What follows belongs to an exercise in optimizing a design on an open flow for small area and a short achievable clock period; a production flow would make more cautious choices.
Only simulation tests tie the RTL to the original design; equivalence was not proved.

// DLL_RX_TOP
module DLL_RX_TOP (
    input  wire         clk,
    input  wire         rst,
    input  wire         DL_Down,
    input  wire [127:0] I_DLL,
    input  wire         In_vld,
    input  wire [5:0]   In_len,
    input  wire         In_end,
    input  wire         In_type,
    input  wire         initiate_ack,
    input  wire         initiate_nak,
    output wire [127:0] Data_o,
    output wire         Data_vld,
    output wire         Data_end,
    output wire [5:0]   Data_len,
    output wire [11:0]  req_seq_num,
    output wire         schedule_ack,
    output wire         NAK_SCHEDULED,
    output wire         CRC_CHK_vld_dllp,
    output wire         ack_nak_time_out
);
clock: 40.0 ns
lec_check: 0
cap_margin: 20
core_margin: 2
core_utilization: 40
slew_margin: 20
synth_hierarchical: 1
standard.sh (not shown) runs the stock make flow with config.mk's settings and CLKGATE_MAP_FILE= SYNTH_SCRIPT=/design/flow/synth_recipe.tcl, a recipe that flattens the netlist after the stock synthesis.
==> flow/flow/run.sh <==
#!/bin/bash
# The standard ORFS layout (standard.sh), with these changes:
#  - synthesis is synth_recipe.tcl with ABC's mapping script replaced by an
#    area-oriented one (flow/synth.tcl, flow/abc_area.script);
#  - ports are buffered with sky130_fd_sc_hd__buf_1 instead of the resizer's
#    default choice (a delay cell);
#  - repair_timing aims for 22 ns of setup slack, so it speeds up the
#    combinational DLLP check from the I_DLL ports to CRC_CHK_vld_dllp.
# ORFS writes each step's log under orfs/logs; make's output goes to standard.log.
set -o pipefail
export ABC_SPEED_MODULES=CRC_CHK
export FLOW_DIR=$PWD/flow
export FLOW_SYNTH_TCL=$PWD/synth_recipe.tcl
bash standard.sh SYNTH_SCRIPT=$PWD/flow/synth.tcl \
  BUFFER_PORTS_ARGS="-buffer_cell sky130_fd_sc_hd__buf_1" \
  SETUP_SLACK_MARGIN=22 finish > standard.log 2>&1
==> flow/flow/abc_area.script <==
&get -n
&st
&dch
&nf -R 1000
&put
==> flow/flow/synth.tcl <==
# The standard flow's synthesis script (synth_recipe.tcl, unchanged), with ABC's mapping
# script replaced: abc maps with flow/abc_area.script, and, when set, the
# modules listed in ABC_SPEED_MODULES with ORFS's own abc_speed.script.
proc abc {args} {
  set i [lsearch -exact $args -script]
  set speed $args
  lset args [expr {$i + 1}] $::env(FLOW_DIR)/abc_area.script
  if {[info exists ::env(ABC_SPEED_MODULES)] && $::env(ABC_SPEED_MODULES) ne ""} {
    foreach m $::env(ABC_SPEED_MODULES) { yosys abc {*}$speed $m }
  }
  yosys abc {*}$args
}
source $::env(FLOW_SYNTH_TCL)
Edit:
==> flow/flow/run.sh (replaced) <==
#!/bin/bash
# The standard ORFS layout (standard.sh), with two settings changed:
#  - ports are buffered with sky130_fd_sc_hd__buf_1 instead of the resizer's
#    default choice (a delay cell);
#  - repair_timing aims for 22 ns of setup slack, so it speeds up the
#    combinational DLLP check from the I_DLL ports to CRC_CHK_vld_dllp.
# ORFS writes each step's log under orfs/logs; make's output goes to standard.log.
set -o pipefail
bash standard.sh BUFFER_PORTS_ARGS="-buffer_cell sky130_fd_sc_hd__buf_1" \
  SETUP_SLACK_MARGIN=22 finish > standard.log 2>&1
removed: flow/flow/abc_area.script
removed: flow/flow/synth.tcl
Effect:
- die area rose by 11%
- via count rose by 2.5%
- non-clock buffer count rose by 23
- global-route usage fell by 1.2 points
- cell area rose by 9.6%
- count of clock-buffer cells in the layout rose by 18
- setup slack got worse by 0.017 ns
- final cell count rose by 3.0%
Edit:
==> flow/flow/run.sh (replaced) <==
#!/bin/bash
# The standard ORFS layout (standard.sh), with these changes:
#  - synthesis is synth_recipe.tcl with ABC's mapping script replaced by an
#    area-oriented one (flow/synth.tcl, flow/abc_area.script);
#  - ports are buffered with sky130_fd_sc_hd__buf_1 instead of the resizer's
#    default choice (a delay cell);
#  - repair_timing aims for 23 ns of setup slack, so it speeds up the
#    combinational DLLP check from the I_DLL ports to CRC_CHK_vld_dllp.
# ORFS writes each step's log under orfs/logs; make's output goes to standard.log.
set -o pipefail
export FLOW_DIR=$PWD/flow
export FLOW_SYNTH_TCL=$PWD/synth_recipe.tcl
bash standard.sh SYNTH_SCRIPT=$PWD/flow/synth.tcl \
  BUFFER_PORTS_ARGS="-buffer_cell sky130_fd_sc_hd__buf_1" \
  SETUP_SLACK_MARGIN=23 finish > standard.log 2>&1
==> flow/flow/abc_area.script (new file) <==
&get -n
&st
&synch2
&nf -R 1000
&put
==> flow/flow/synth.tcl (new file) <==
# The standard flow's synthesis script (synth_recipe.tcl, unchanged), with ABC's mapping
# script replaced: abc maps with flow/abc_area.script, and, when set, the
# modules listed in ABC_SPEED_MODULES with ORFS's own abc_speed.script.
proc abc {args} {
  set i [lsearch -exact $args -script]
  set speed $args
  lset args [expr {$i + 1}] $::env(FLOW_DIR)/abc_area.script
  if {[info exists ::env(ABC_SPEED_MODULES)] && $::env(ABC_SPEED_MODULES) ne ""} {
    foreach m $::env(ABC_SPEED_MODULES) { yosys abc {*}$speed $m }
  }
  yosys abc {*}$args
}
source $::env(FLOW_SYNTH_TCL)
--- a/flow/config.mk
+++ b/flow/config.mk
@@ -8 +8 @@
-export CAP_MARGIN = 20
+export CAP_MARGIN = 0
@@ -11,2 +11,4 @@
-export SLEW_MARGIN = 20
-export SYNTH_HIERARCHICAL = 1
+export CTS_BUF_LIST = sky130_fd_sc_hd__clkbuf_8
+export CTS_CLUSTER_DIAMETER = 100
+export CTS_CLUSTER_SIZE = 14
+export SLEW_MARGIN = 0
The changed run ran to the end with no violations; register-to-register slack gets worse by 0.79 ns; worst setup slack gets better by 0.12 ns; critical path depth shrinks by 1; final area falls by 12%; cell count goes down by 2.2%; non-clock buffer count came out lower by 22; die area came out lower by 12%; routed wire length fell by about 5%.
Edit:
==> flow/flow/run.sh (replaced) <==
#!/bin/bash
# The standard ORFS layout (standard.sh), with two settings changed:
#  - ports are buffered with sky130_fd_sc_hd__buf_1 instead of the resizer's
#    default choice (a delay cell);
#  - repair_timing aims for 22 ns of setup slack, so it speeds up the
#    combinational DLLP check from the I_DLL ports to CRC_CHK_vld_dllp.
# ORFS writes each step's log under orfs/logs; make's output goes to standard.log.
set -o pipefail
bash standard.sh BUFFER_PORTS_ARGS="-buffer_cell sky130_fd_sc_hd__buf_1" \
  SETUP_SLACK_MARGIN=22 finish > standard.log 2>&1
--- a/flow/config.mk
+++ b/flow/config.mk
@@ -8 +8 @@
-export CAP_MARGIN = 0
+export CAP_MARGIN = 20
@@ -12,3 +12 @@
-export CTS_CLUSTER_DIAMETER = 100
-export CTS_CLUSTER_SIZE = 14
-export SLEW_MARGIN = 0
+export SLEW_MARGIN = 20
removed: flow/flow/abc_area.script
removed: flow/flow/synth.tcl
After rerunning: Clock-buffer cell count went up by 63; core utilization went up by 0.46 points; die area went up by 13%; worst setup slack gains 0.017 ns; routed wire length went up by 6.2%; sequential cell count does not change; area after synthesis went up by 13%; synthesized cell count went up by 7.0%; via count went up by 4.4%.

========
DLL_RX_TOP again, from the RTL that the note above started with.
clock: 40.0 ns
lec_check: 0
cap_margin: 20
core_margin: 2
core_utilization: 40
cts_buf_list: sky130_fd_sc_hd__clkbuf_4
cts_cluster_diameter: 60
cts_cluster_size: 8
slew_margin: 20
==> flow/flow/run.sh <==
#!/bin/bash
# The standard ORFS layout (standard.sh), with these changes:
#  - synthesis is synth_recipe.tcl with ABC's mapping script replaced by an
#    area-oriented one (flow/synth.tcl, flow/abc_area.script);
#  - ports are buffered with sky130_fd_sc_hd__buf_1 instead of the resizer's
#    default choice (a delay cell);
#  - repair_timing aims for 23 ns of setup slack, so it speeds up the
#    combinational DLLP check from the I_DLL ports to CRC_CHK_vld_dllp.
# ORFS writes each step's log under orfs/logs; make's output goes to standard.log.
set -o pipefail
export FLOW_DIR=$PWD/flow
export FLOW_SYNTH_TCL=$PWD/synth_recipe.tcl
bash standard.sh SYNTH_SCRIPT=$PWD/flow/synth.tcl \
  BUFFER_PORTS_ARGS="-buffer_cell sky130_fd_sc_hd__buf_1" \
  SETUP_SLACK_MARGIN=23 finish > standard.log 2>&1
==> flow/flow/abc_area.script <==
&get -n
&st
&synch2
&nf -R 1000
&put
==> flow/flow/synth.tcl <==
# The standard flow's synthesis script (synth_recipe.tcl, unchanged), with ABC's mapping
# script replaced: abc maps with flow/abc_area.script, and, when set, the
# modules listed in ABC_SPEED_MODULES with ORFS's own abc_speed.script.
proc abc {args} {
  set i [lsearch -exact $args -script]
  set speed $args
  lset args [expr {$i + 1}] $::env(FLOW_DIR)/abc_area.script
  if {[info exists ::env(ABC_SPEED_MODULES)] && $::env(ABC_SPEED_MODULES) ne ""} {
    foreach m $::env(ABC_SPEED_MODULES) { yosys abc {*}$speed $m }
  }
  yosys abc {*}$args
}
source $::env(FLOW_SYNTH_TCL)
==> next run, changes <==
--- a/flow/flow/run.sh
+++ b/flow/flow/run.sh
@@ -6,3 +6,3 @@
 #    default choice (a delay cell);
-#  - repair_timing aims for 23 ns of setup slack, so it speeds up the
+#  - repair_timing aims for 22 ns of setup slack, so it speeds up the
 #    combinational DLLP check from the I_DLL ports to CRC_CHK_vld_dllp.
@@ -14,2 +14,2 @@
   BUFFER_PORTS_ARGS="-buffer_cell sky130_fd_sc_hd__buf_1" \
-  SETUP_SLACK_MARGIN=23 finish > standard.log 2>&1
+  SETUP_SLACK_MARGIN=22 finish > standard.log 2>&1
==> flow/flow/abc_area.script (replaced) <==
&get -n
&st
&dch
&nf -R 1000
&put
CTS_BUF_LIST = default   (was sky130_fd_sc_hd__clkbuf_4)
CTS_CLUSTER_DIAMETER = default   (was 60)
CTS_CLUSTER_SIZE = default   (was 8)
Outcome: Clock skew decreases by 59 ps. Sequential share of layout area decreases by 1.7 points. Core utilization increases by 1.6 points. Sequential cell count does not change. Via count increases by 1.2%. Cell count stays flat. Clock-buffer cell count decreases by 37. Non-clock buffer count increases by 8. Fmax increases by about 0.8%.
==> next run, changes <==
==> flow/flow/run.sh (replaced) <==
#!/bin/bash
# The standard ORFS layout (standard.sh), with two settings changed:
#  - ports are buffered with sky130_fd_sc_hd__buf_1 instead of the resizer's
#    default choice (a delay cell);
#  - repair_timing aims for 22 ns of setup slack, so it speeds up the
#    combinational DLLP check from the I_DLL ports to CRC_CHK_vld_dllp.
# ORFS writes each step's log under orfs/logs; make's output goes to standard.log.
set -o pipefail
bash standard.sh BUFFER_PORTS_ARGS="-buffer_cell sky130_fd_sc_hd__buf_1" \
  SETUP_SLACK_MARGIN=22 finish > standard.log 2>&1
removed: flow/flow/abc_area.script
removed: flow/flow/synth.tcl
After rerunning:
- sequential share of layout area goes down by 3.6 points
- first-iteration DRC count went down by about 15%
- synthesized cell count climbs by about 7%
- final cell count is higher by 3.2%
- utilization falls by 1.3 points
- clock-buffer cell count climbs by 1
==> next run, changes <==
==> flow/flow/run.sh (replaced) <==
#!/bin/bash
# The standard ORFS layout (standard.sh), with these changes:
#  - synthesis is synth_recipe.tcl with ABC's mapping script replaced by an
#    area-oriented one (flow/synth.tcl, flow/abc_area.script);
#  - ports are buffered with sky130_fd_sc_hd__buf_1 instead of the resizer's
#    default choice (a delay cell);
#  - repair_timing aims for 22 ns of setup slack, so it speeds up the
#    combinational DLLP check from the I_DLL ports to CRC_CHK_vld_dllp.
# ORFS writes each step's log under orfs/logs; make's output goes to standard.log.
set -o pipefail
export FLOW_DIR=$PWD/flow
export FLOW_SYNTH_TCL=$PWD/synth_recipe.tcl
bash standard.sh SYNTH_SCRIPT=$PWD/flow/synth.tcl \
  BUFFER_PORTS_ARGS="-buffer_cell sky130_fd_sc_hd__buf_1" \
  finish > standard.log 2>&1
==> flow/flow/abc_area.script (new file) <==
&get -n
&st
&dch
&nf -R 1000
&put
==> flow/flow/synth.tcl (new file) <==
# The standard flow's synthesis script (synth_recipe.tcl, unchanged), with ABC's mapping
# script replaced: abc maps with flow/abc_area.script, and, when set, the
# modules listed in ABC_SPEED_MODULES with ORFS's own abc_speed.script.
proc abc {args} {
  set i [lsearch -exact $args -script]
  set speed $args
  lset args [expr {$i + 1}] $::env(FLOW_DIR)/abc_area.script
  if {[info exists ::env(ABC_SPEED_MODULES)] && $::env(ABC_SPEED_MODULES) ne ""} {
    foreach m $::env(ABC_SPEED_MODULES) { yosys abc {*}$speed $m }
  }
  yosys abc {*}$args
}
source $::env(FLOW_SYNTH_TCL)
CTS_BUF_LIST = sky130_fd_sc_hd__clkbuf_8   (was default)
CTS_CLUSTER_DIAMETER = 100   (was default)
CTS_CLUSTER_SIZE = 14   (was default)
Effect: Fmax came out lower by 4.0%; sequential share of layout area is higher by 6.0 points; global-route usage rose by 0.43 points; routed wire length goes down by 8.4%; synthesized cell count shrinks by 6.3%.
==> next run, changes <==
--- a/flow/flow/run.sh
+++ b/flow/flow/run.sh
@@ -6,3 +6,3 @@
 #    default choice (a delay cell);
-#  - repair_timing aims for 22 ns of setup slack, so it speeds up the
+#  - repair_timing aims for 24 ns of setup slack, so it speeds up the
 #    combinational DLLP check from the I_DLL ports to CRC_CHK_vld_dllp.
@@ -14,2 +14,2 @@
   BUFFER_PORTS_ARGS="-buffer_cell sky130_fd_sc_hd__buf_1" \
-  finish > standard.log 2>&1
+  SETUP_SLACK_MARGIN=24 finish > standard.log 2>&1
Effect:
- maximum frequency is higher by 5.0%
- utilization goes up by 0.60 points
- flip-flop and latch count is unchanged
- hold slack improved by 3.1 ps
- setup slack gets better by 890 ps
- count of clock-buffer cells in the layout came out lower by 1
- wire length goes up by 1.6%
- non-clock buffer count rises by 21
- cell area rose by 1.3%
==> next run, changes <==
--- a/flow/flow/run.sh
+++ b/flow/flow/run.sh
@@ -6,3 +6,3 @@
 #    default choice (a delay cell);
-#  - repair_timing aims for 24 ns of setup slack, so it speeds up the
+#  - repair_timing aims for 22 ns of setup slack, so it speeds up the
 #    combinational DLLP check from the I_DLL ports to CRC_CHK_vld_dllp.
@@ -14,2 +14,2 @@
   BUFFER_PORTS_ARGS="-buffer_cell sky130_fd_sc_hd__buf_1" \
-  SETUP_SLACK_MARGIN=24 finish > standard.log 2>&1
+  SETUP_SLACK_MARGIN=22 finish > standard.log 2>&1
CTS_CLUSTER_DIAMETER = 120   (was 100)
CTS_CLUSTER_SIZE = 16   (was 14)
After rerunning:
- The changed run passed the timing, DRC and antenna checks
- synthesized area does not change
- die area is unchanged
- worst hold slack hardly moves
- final cell count barely changes
- non-clock buffer count came out higher by 1
- synthesized cell count does not change

========
run A:
DLL_RX_TOP, a different RTL version from the one above (not shown whole).
For scale: about 290 I/O pins.
export LEC_CHECK = 0
export CAP_MARGIN = 20
export CORE_MARGIN = 2
export CORE_UTILIZATION = 40
export CTS_BUF_LIST = sky130_fd_sc_hd__clkbuf_8
export CTS_CLUSTER_DIAMETER = 100
export CTS_CLUSTER_SIZE = 14
export SLEW_MARGIN = 20
export SYNTH_HIERARCHICAL = 1
create_clock -name core_clock -period 40.0 [get_ports {clk}]
==> flow/flow/run.sh <==
#!/bin/bash
# The standard ORFS layout (standard.sh), with these changes:
#  - synthesis (hierarchical, SYNTH_HIERARCHICAL 1 in config.mk, then
#    flattened by synth_recipe.tcl) maps the largest LCRC XOR network
#    (lcrc_lo) with the standard ABC script, the DLLP check with a
#    delay-targeted one and the rest with an area-oriented one
#    (flow/synth.tcl, flow/abc_*.script);
#  - after synthesis, flow/netlist_edit.py splits each xor3/xnor3 cell into two
#    2-input cells and sets upsized combinational cells back to size 1 (same
#    netlist structure and registers; the layout's repair steps resize);
#  - ports are buffered with sky130_fd_sc_hd__buf_1 instead of the resizer's
#    default choice (a delay cell);
#  - repair_timing aims for 23 ns of setup slack, so it speeds up the
#    combinational DLLP check from the I_DLL ports to CRC_CHK_vld_dllp.
# ORFS writes each step's log under orfs/logs; make's output goes to
# synth.log and standard.log, the netlist edit's to netlist_edit.log.
set -eo pipefail
export FLOW_DIR=$PWD/flow
export FLOW_SYNTH_TCL=$PWD/synth_recipe.tcl
export ABC_SPEED_MODULES="lcrc_lo"
export ABC_DLLP_MODULES="CRC_CHK"
ARGS=(SYNTH_SCRIPT=$PWD/flow/synth.tcl BUFFER_PORTS_ARGS="-buffer_cell sky130_fd_sc_hd__buf_1" SETUP_SLACK_MARGIN=23)
RES=$PWD/orfs/results/$FLOW_PLATFORM/DLL_RX_TOP/base
bash standard.sh "${ARGS[@]}" synth > synth.log 2>&1
cp $RES/1_2_yosys.v $RES/1_2_yosys.orig.v
python3 flow/netlist_edit.py $RES/1_2_yosys.v \
  $FLOW_HOME/platforms/$FLOW_PLATFORM/lib/sky130_fd_sc_hd__tt_025C_1v80.lib > netlist_edit.log 2>&1
rm -f $RES/1_synth.odb $RES/1_synth.sdc
bash standard.sh "${ARGS[@]}" finish > standard.log 2>&1
==> flow/flow/synth.tcl <==
# The standard flow's synthesis script (synth_recipe.tcl, unchanged) with one change to the
# ABC mapping: the modules listed in ABC_SPEED_MODULES (the largest LCRC XOR network)
# are mapped with the standard script, as in the standard flow's own synthesis, the
# modules in ABC_DLLP_MODULES (the DLLP check, the critical path) with
# flow/abc_dllp.script (delay-targeted), and everything else with
# flow/abc_area.script (area-oriented).  Registers are mapped before ABC and
# are not affected.
proc abc {args} {
  set i [lsearch -exact $args -script]
  set speed $args
  set dllp $args
  lset dllp [expr {$i + 1}] $::env(FLOW_DIR)/abc_dllp.script
  lset args [expr {$i + 1}] $::env(FLOW_DIR)/abc_area.script
  foreach m $::env(ABC_SPEED_MODULES) { yosys abc {*}$speed $m }
  foreach m $::env(ABC_DLLP_MODULES) { yosys abc {*}$dllp $m }
  yosys abc {*}$args
}
source $::env(FLOW_SYNTH_TCL)
Other scripts of this flow, unchanged in this note and not shown: flow/flow/abc_area.script, flow/flow/abc_dllp.script, flow/flow/netlist_edit.py
[inputs] run B vs run A
--- a/flow/flow/run.sh
+++ b/flow/flow/run.sh
@@ -5,3 +5,3 @@
-#    (lcrc_lo) with the standard ABC script, the DLLP check with a
-#    delay-targeted one and the rest with an area-oriented one
-#    (flow/synth.tcl, flow/abc_*.script);
+#    (lcrc_lo) with the standard ABC script's restructuring but an
+#    area-oriented last mapping, the DLLP check with a delay-targeted script
+#    and the rest with an area-oriented one (flow/synth.tcl, flow/abc_*.script);
@@ -13 +13 @@
-#  - repair_timing aims for 23 ns of setup slack, so it speeds up the
+#  - repair_timing aims for 22 ns of setup slack, so it speeds up the
@@ -20 +20 @@
-export ABC_SPEED_MODULES="lcrc_lo"
+export ABC_LO_MODULES="lcrc_lo"
@@ -22 +22 @@
-ARGS=(SYNTH_SCRIPT=$PWD/flow/synth.tcl BUFFER_PORTS_ARGS="-buffer_cell sky130_fd_sc_hd__buf_1" SETUP_SLACK_MARGIN=23)
+ARGS=(SYNTH_SCRIPT=$PWD/flow/synth.tcl BUFFER_PORTS_ARGS="-buffer_cell sky130_fd_sc_hd__buf_1" SETUP_SLACK_MARGIN=22)
==> flow/flow/abc_lo.script (new file) <==
&get -n
&st
&dch
&nf
&st
&syn2
&if -g -K 6
&synch2
&nf
&st
&syn2
&if -g -K 6
&synch2
&nf
&st
&syn2
&if -g -K 6
&synch2
&nf
&st
&syn2
&if -g -K 6
&synch2
&nf
&st
&syn2
&if -g -K 6
&synch2
&nf -R 1000
&put
==> flow/flow/synth.tcl <==
# The standard flow's synthesis script (synth_recipe.tcl, unchanged) with one change to the
# ABC mapping, module by module (SYNTH_HIERARCHICAL 1):
#  - ABC_LO_MODULES (the largest LCRC XOR network) get flow/abc_lo.script:
#    ORFS's abc_speed.script with its last mapping area-oriented and without
#    its final buffering and sizing;
#  - ABC_DLLP_MODULES (the DLLP check, the critical path) get
#    flow/abc_dllp.script (delay-targeted mapping);
#  - everything else gets flow/abc_area.script (area-oriented).
# Registers are mapped before ABC and are not affected.
proc abc {args} {
  set i [lsearch -exact $args -script]
  set lo $args
  lset lo [expr {$i + 1}] $::env(FLOW_DIR)/abc_lo.script
  set dllp $args
  lset dllp [expr {$i + 1}] $::env(FLOW_DIR)/abc_dllp.script
  lset args [expr {$i + 1}] $::env(FLOW_DIR)/abc_area.script
  foreach m $::env(ABC_LO_MODULES) { yosys abc {*}$lo $m }
  foreach m $::env(ABC_DLLP_MODULES) { yosys abc {*}$dllp $m }
  yosys abc {*}$args
}
source $::env(FLOW_SYNTH_TCL)
==> run notes <==
On first-pass GRT wire length, run A and run B are neck and neck. Run A and run B ended up with roughly the same clock insertion delay at the later pin of the skew report. Comparing run A and run B, the lower worst setup timing slack at the placement stage is on run B. The higher wire length of run A and run B is in run B. Design area: run A vs run B — no meaningful difference. The final cycle utilization of the critical path was comparable across run A and run B. Core util | run B vs run A | run B higher. When run B is measured against run A, its clock skew turns out 21 ps lower.
For run C, these inputs were changed with respect to run B:
--- a/flow/flow/run.sh
+++ b/flow/flow/run.sh
@@ -5,3 +5,3 @@
-#    (lcrc_lo) with the standard ABC script's restructuring but an
-#    area-oriented last mapping, the DLLP check with a delay-targeted script
-#    and the rest with an area-oriented one (flow/synth.tcl, flow/abc_*.script);
+#    (lcrc_lo) with the standard ABC script, the DLLP check with a
+#    delay-targeted one and the rest with an area-oriented one
+#    (flow/synth.tcl, flow/abc_*.script);
@@ -20 +20 @@
-export ABC_LO_MODULES="lcrc_lo"
+export ABC_SPEED_MODULES="lcrc_lo"
==> flow/flow/synth.tcl <==
# The standard flow's synthesis script (synth_recipe.tcl, unchanged) with one change to the
# ABC mapping: the modules listed in ABC_SPEED_MODULES (the largest LCRC XOR network)
# are mapped with the standard script, as in the standard flow's own synthesis, the
# modules in ABC_DLLP_MODULES (the DLLP check, the critical path) with
# flow/abc_dllp.script (delay-targeted), and everything else with
# flow/abc_area.script (area-oriented).  Registers are mapped before ABC and
# are not affected.
proc abc {args} {
  set i [lsearch -exact $args -script]
  set speed $args
  set dllp $args
  lset dllp [expr {$i + 1}] $::env(FLOW_DIR)/abc_dllp.script
  lset args [expr {$i + 1}] $::env(FLOW_DIR)/abc_area.script
  foreach m $::env(ABC_SPEED_MODULES) { yosys abc {*}$speed $m }
  foreach m $::env(ABC_DLLP_MODULES) { yosys abc {*}$dllp $m }
  yosys abc {*}$args
}
source $::env(FLOW_SYNTH_TCL)
removed: flow/flow/abc_lo.script
### Flow results
From run B to run C the numbers moved as follows: die boundary width saw an increase, number of cells in the design after placement now larger. Re setup slack: run B was lower than run C. Summary of the comparison: share of cell area taken by flip-flops and latches is higher in run C, relative to run B.
Modified inputs, run D compared to run C
--- a/flow/flow/run.sh
+++ b/flow/flow/run.sh
@@ -4,4 +4,3 @@
-#    flattened by synth_recipe.tcl) maps the largest LCRC XOR network
-#    (lcrc_lo) with the standard ABC script, the DLLP check with a
-#    delay-targeted one and the rest with an area-oriented one
-#    (flow/synth.tcl, flow/abc_*.script);
+#    flattened by synth_recipe.tcl) maps the LCRC XOR-network modules with the
+#    standard ABC script, the DLLP check with a delay-targeted one and the
+#    rest with an area-oriented one (flow/synth.tcl, flow/abc_*.script);
@@ -20 +19 @@
-export ABC_SPEED_MODULES="lcrc_lo"
+export ABC_SPEED_MODULES="lcrc_lo lcrc_hs lcrc_fin"
--- a/flow/flow/synth.tcl
+++ b/flow/flow/synth.tcl
@@ -2 +2 @@
-# ABC mapping: the modules listed in ABC_SPEED_MODULES (the largest LCRC XOR network)
+# ABC mapping: the modules listed in ABC_SPEED_MODULES (the LCRC XOR networks)
[summary]
Run C → run D: non-clock buffer count has decreased, number of vias per cell after detailed routing -0.030, HPWL reported at the end of detailed placement went up, number of cells upsized or downsized after cts increased 4.

re-timing with driven ports:
The results above use ideal ports. As a check the final layouts listed here were re-extracted and re-timed, cells and wires unchanged. Step 1 (the two cells are an assumption about what drives the block):
set clk [get_ports {clk}]
set_driving_cell -lib_cell sky130_fd_sc_hd__clkbuf_16 $clk
set_driving_cell -lib_cell sky130_fd_sc_hd__buf_2 [delete_from_list [all_inputs] $clk]
Step 2 also shifts input and output timing later by t, the mid clock arrival at the registers, as if the neighbouring blocks saw the same clock. Three values: ideal, step 1, step 2; two values: the first two.
run | t, ns | setup WS [ns] | slew at the worst register clock pin (ns)
the first run of note 1 | 0.689 | 21.796 / 21.751 / 21.751 | 0.07 / 0.07
the second run of note 1 | 0.702 | 21.779 / 21.737 / 21.737 | 0.07 / 0.07
the third run of note 1 | 0.760 | 21.901 / 21.863 / 21.863 | 0.11 / 0.11
the fourth run of note 1 | 0.827 | 21.918 / 21.898 / 21.898 | 0.08 / 0.08
the first run of note 2 | 0.996 | 21.880 / 21.846 / 21.846 | 0.12 / 0.12
the second run of note 2 | 0.702 | 22.031 / 21.999 / 21.999 | 0.07 / 0.07
the third run of note 2 | 0.702 | 21.905 / 21.884 / 21.884 | 0.06 / 0.06
the fourth run of note 2 | 0.775 | 21.142 / 21.110 / 21.110 | 0.10 / 0.10
the fifth run of note 2 | 0.775 | 22.037 / 21.983 / 21.983 | 0.10 / 0.10
the sixth run of note 2 | 0.746 | 22.020 / 21.995 / 21.995 | 0.12 / 0.12
run A | 0.774 | 21.985 / 21.959 / 21.959 | 0.10 / 0.10
run B | 0.780 | 22.044 / 22.018 / 22.018 | 0.10 / 0.10
run C | 0.786 | 22.131 / 22.106 / 22.106 | 0.11 / 0.11
run D | 0.779 | 22.109 / 22.078 / 22.078 | 0.10 / 0.10
After both steps every run listed still meets setup and hold. The setup slack of the fifth run of note 2, which loses most, moves by -0.054 ns with the drivers and by -0.054 ns with both steps.
